Context: an optimization exercise on an open-source flow, tuned for small area, a short achievable clock period and few clock cycles per item. The choices shown serve that exercise and are no tape-out recipe.
Power figures rest on the tool's default switching activity, not on a simulated workload.

## maple
Design MGU, start of the top module:
module MGU #(
	parameter VPropWidth   = 32,
	parameter EIndexWidth  = 32,
	parameter EDegreeWidth = 30,
	parameter DataWidth    = 512,
	parameter MsgWidth     = 64,
	parameter VMUDataWidth = 94
)(
    input 						 clk,
	input 						 resetn,
	output reg    [MsgWidth-1:0] FIFO_data_msg,
	output                       FIFO_write_msg,
    input                        FIFO_full_msg,
	input     [VMUDataWidth-1:0] FIFO_data_vmu_a,
	output                       FIFO_read_vmu_a,
	input                        FIFO_empty_vmu_a,
	input                        FIFO_read_valid_vmu_a,
	input     [VMUDataWidth-1:0] FIFO_data_vmu_b,
	output                       FIFO_read_vmu_b,
	input                        FIFO_empty_vmu_b,
	input                        FIFO_read_valid_vmu_b,
	output       [EIndexWidth-1:0] read_addr,
	input	     [DataWidth-1:0] read_data,
	output	   			         start_rd,
	input                        end_rd
);
==> module MGU, before the edit <==
module MGU #(
	parameter VPropWidth   = 32,
	parameter EIndexWidth  = 32,
	parameter EDegreeWidth = 30,
	parameter DataWidth    = 512,
	parameter MsgWidth     = 64,
	parameter VMUDataWidth = 94
)(
    input 						 clk,
	input 						 resetn,
	output reg    [MsgWidth-1:0] FIFO_data_msg,
	output                       FIFO_write_msg,
    input                        FIFO_full_msg,
	input     [VMUDataWidth-1:0] FIFO_data_vmu_a,
	output                       FIFO_read_vmu_a,
	input                        FIFO_empty_vmu_a,
	input                        FIFO_read_valid_vmu_a,
	input     [VMUDataWidth-1:0] FIFO_data_vmu_b,
	output                       FIFO_read_vmu_b,
	input                        FIFO_empty_vmu_b,
	input                        FIFO_read_valid_vmu_b,
	output       [EIndexWidth-1:0] read_addr,
	input	     [DataWidth-1:0] read_data,
	output	   			         start_rd,
	input                        end_rd
);
localparam [1:0] S_RST = 2'd0, S_IDLE = 2'd1, S_WAIT = 2'd2, S_DATA = 2'd3;
reg  [1:0]  state;
reg  [30:0] prop;        
reg  [13:0] nblk;        
reg         rem1;        
reg         rem2;        
reg  [7:0]  slot;        
reg  [29:0] rem;         
reg         msg_v;       
reg         full_q;      
wire        rv  = FIFO_read_valid_vmu_a | FIFO_read_valid_vmu_b;
wire [93:0] rec = ({94{FIFO_read_valid_vmu_a}} & FIFO_data_vmu_a) |
                  ({94{FIFO_read_valid_vmu_b}} & FIFO_data_vmu_b);
wire data    = (state == S_DATA);
wire cap     = data & (~msg_v | ~full_q);    
wire newrec  = rv & state[0];                
wire nextblk = cap & slot[7] & ~rem1;
assign FIFO_write_msg = msg_v & ~full_q;
assign start_rd       = newrec | nextblk;
assign read_addr      = {12'h44a, rec[46:33] | ({14{~rv}} & nblk), 6'b000000};
wire msg_v_n = cap | (msg_v & full_q);
wire cap_n   = ~FIFO_full_msg | ~msg_v_n;
wire last_n  = (data & cap & ~slot[7] & rem2) |
               (data & ~cap & rem1) |
               ((state == S_WAIT) & end_rd & rem1);
wire want    = resetn & (((state == S_IDLE) & ~rv) | (last_n & cap_n));
assign FIFO_read_vmu_a = want & ~FIFO_empty_vmu_a;
assign FIFO_read_vmu_b = want & FIFO_empty_vmu_a & ~FIFO_empty_vmu_b;
reg [63:0] e;
integer i;
always @* begin
    e = 64'd0;
    for (i = 0; i < 8; i = i + 1)
        e = e | ({64{slot[i]}} & read_data[64*i +: 64]);
end
wire [15:0] weight   = {e[55:48], e[63:56]};
wire [32:0] neighbor = {e[8], e[23:16], e[31:24], e[39:32], e[47:40]};
wire [16:0] sum_lo   = {1'b0, prop[15:0]} + {1'b0, weight};
wire [14:0] sum_hi   = sum_lo[16] ? prop[30:16] + 15'd1 : prop[30:16];
always @(posedge clk) begin
    full_q <= FIFO_full_msg;
    if (cap)
        FIFO_data_msg <= {neighbor, sum_hi, sum_lo[15:0]};
    if (newrec) begin
        prop <= rec[92:62];
        nblk <= rec[46:33] + 14'd1;
        rem1 <= (rec[29:0] == 30'd1);
        rem2 <= (rec[29:0] == 30'd2);
        slot <= 8'd1 << rec[32:30];
        rem  <= rec[29:0];
    end else if (cap) begin
        rem  <= rem - 30'd1;
        slot <= {slot[6:0], slot[7]};
        rem1 <= rem2;
        rem2 <= (rem == 30'd3);
        if (slot[7]) nblk <= nblk + 14'd1;
    end
    if (~resetn) begin
        state <= S_RST;
        msg_v <= 1'b0;
    end else begin
        msg_v <= msg_v_n;
        case (state)
        S_RST:  state <= S_IDLE;
        S_IDLE: if (rv) state <= S_WAIT;
        S_WAIT: if (end_rd) state <= S_DATA;
        S_DATA: if (cap & (slot[7] | rem1)) state <= (rem1 & ~rv) ? S_IDLE : S_WAIT;
        endcase
    end
end
endmodule
export LEC_CHECK = 0
export CAP_MARGIN = 20
export CORE_AREA = 10 10 290 290
export DIE_AREA = 0 0 300 300
export PLACE_DENSITY = 0.6
export SETUP_SLACK_MARGIN = 1.0
export SLEW_MARGIN = 20
create_clock -name core_clock -period 4.0 [get_ports {clk}]
standard.sh (not shown) runs the stock make flow with config.mk's settings and CLKGATE_MAP_FILE= SYNTH_SCRIPT=/design/flow/synth_recipe.tcl, a recipe that flattens the netlist after the stock synthesis.
==> flow/flow/run.sh <==
#!/bin/bash
# Standard layout, except that the port buffers use the smallest buffer cell.
set -euo pipefail
export BUFFER_PORTS_ARGS="-buffer_cell sky130_fd_sc_hd__buf_1"
bash standard.sh finish > standard_make.log 2>&1
maple went all the way through synthesis, placement and routing and the layout is clean on timing, DRC and antenna.
## Diff of input files: yarrow against maple
diff --git a/flow/design.v b/flow/design.v
--- a/flow/design.v
+++ b/flow/design.v
@@ -63,10 +63,28 @@
 wire [15:0] weight   = {e[55:48], e[63:56]};
 wire [32:0] neighbor = {e[8], e[23:16], e[31:24], e[39:32], e[47:40]};
-wire [16:0] sum_lo   = {1'b0, prop[15:0]} + {1'b0, weight};
-wire [14:0] sum_hi   = sum_lo[16] ? prop[30:16] + 15'd1 : prop[30:16];
+reg  [15:0] gg, tt;
+reg  [16:0] cc;
+reg  [14:0] ones;        
+integer l, k;
+always @* begin
+    gg = prop[15:0] & weight;
+    tt = prop[15:0] | weight;
+    for (l = 0; l < 4; l = l + 1)
+        for (k = 0; k < 16; k = k + 1)
+            if (k[l]) begin
+                gg[k] = gg[k] | (tt[k] & gg[((k >> l) << l) - 1]);
+                tt[k] = tt[k] & tt[((k >> l) << l) - 1];
+            end
+    cc = {gg, 1'b0};
+    ones[0] = 1'b1;
+    for (k = 1; k < 15; k = k + 1)
+        ones[k] = ones[k-1] & prop[16+k-1];
+end
+wire [15:0] sum_lo = prop[15:0] ^ weight ^ cc[15:0];
+wire [14:0] sum_hi = prop[30:16] ^ ({15{cc[16]}} & ones);
 always @(posedge clk) begin
     full_q <= FIFO_full_msg;
     if (cap)
-        FIFO_data_msg <= {neighbor, sum_hi, sum_lo[15:0]};
+        FIFO_data_msg <= {neighbor, sum_hi, sum_lo};
     if (newrec) begin
         prop <= rec[92:62];
Results
- Cell count: yarrow higher than maple
- [compare] base=maple new=yarrow: time the worst path needs with I/O delays and setup rose by 0.19 ns; number of multi-input combinational cells fell by 0.41%; total power fell by about 2.8%.
- Layout buffering overhead excluding clock cells in yarrow is 1.4 points above maple.
- Share of the final layout cell area in multi-input gates for yarrow is lower than for maple.
- Between yarrow and maple, the cell depth of the worst setup path is higher for yarrow.
- yarrow drops more vias than maple.
- Power share of the combinational group delta for yarrow relative to maple: 1.0 points lower
- Comparing yarrow and maple, relative area of clock buffers and inverters in the final design is higher on maple.
- Looking at fraction of area in registers, yarrow sits 0.95 points lower than maple does.
- Looking at worst setup path startpoint, the slot[7] result is from yarrow; the slot[3] one comes from maple.
- In the flow results for yarrow and maple, the non-clock buffer count is larger on yarrow.
No run of this note included a check of the RTL's function; only the layout flow was run.

[separate check: timing with driven ports]
The results above use ideal ports. As a check the final layouts listed here were re-extracted and re-timed, cells and wires unchanged. Step 1 assumes that a clkbuf_16 drives the clock port and a buf_2 every other input. Step 2 also shifts input and output timing later by t, the mid clock arrival at the registers, as if the neighbouring blocks saw the same clock. Three values: ideal ports, drivers, drivers and shift; two values: the first two.
| run | shift t [ns] | slack for setup (ns) | pins driven straight from the clock port |
|---|---|---|---|
| maple | 0.528 | 0.825 / 0.825 / 0.410 | 1 |
| yarrow | 0.524 | 0.634 / 0.634 / 0.334 | 1 |
After both steps setup and hold are still met in every run listed. For maple, which loses most, drivers alone change the setup slack by 0.000 ns; drivers and shift together by -0.415 ns.
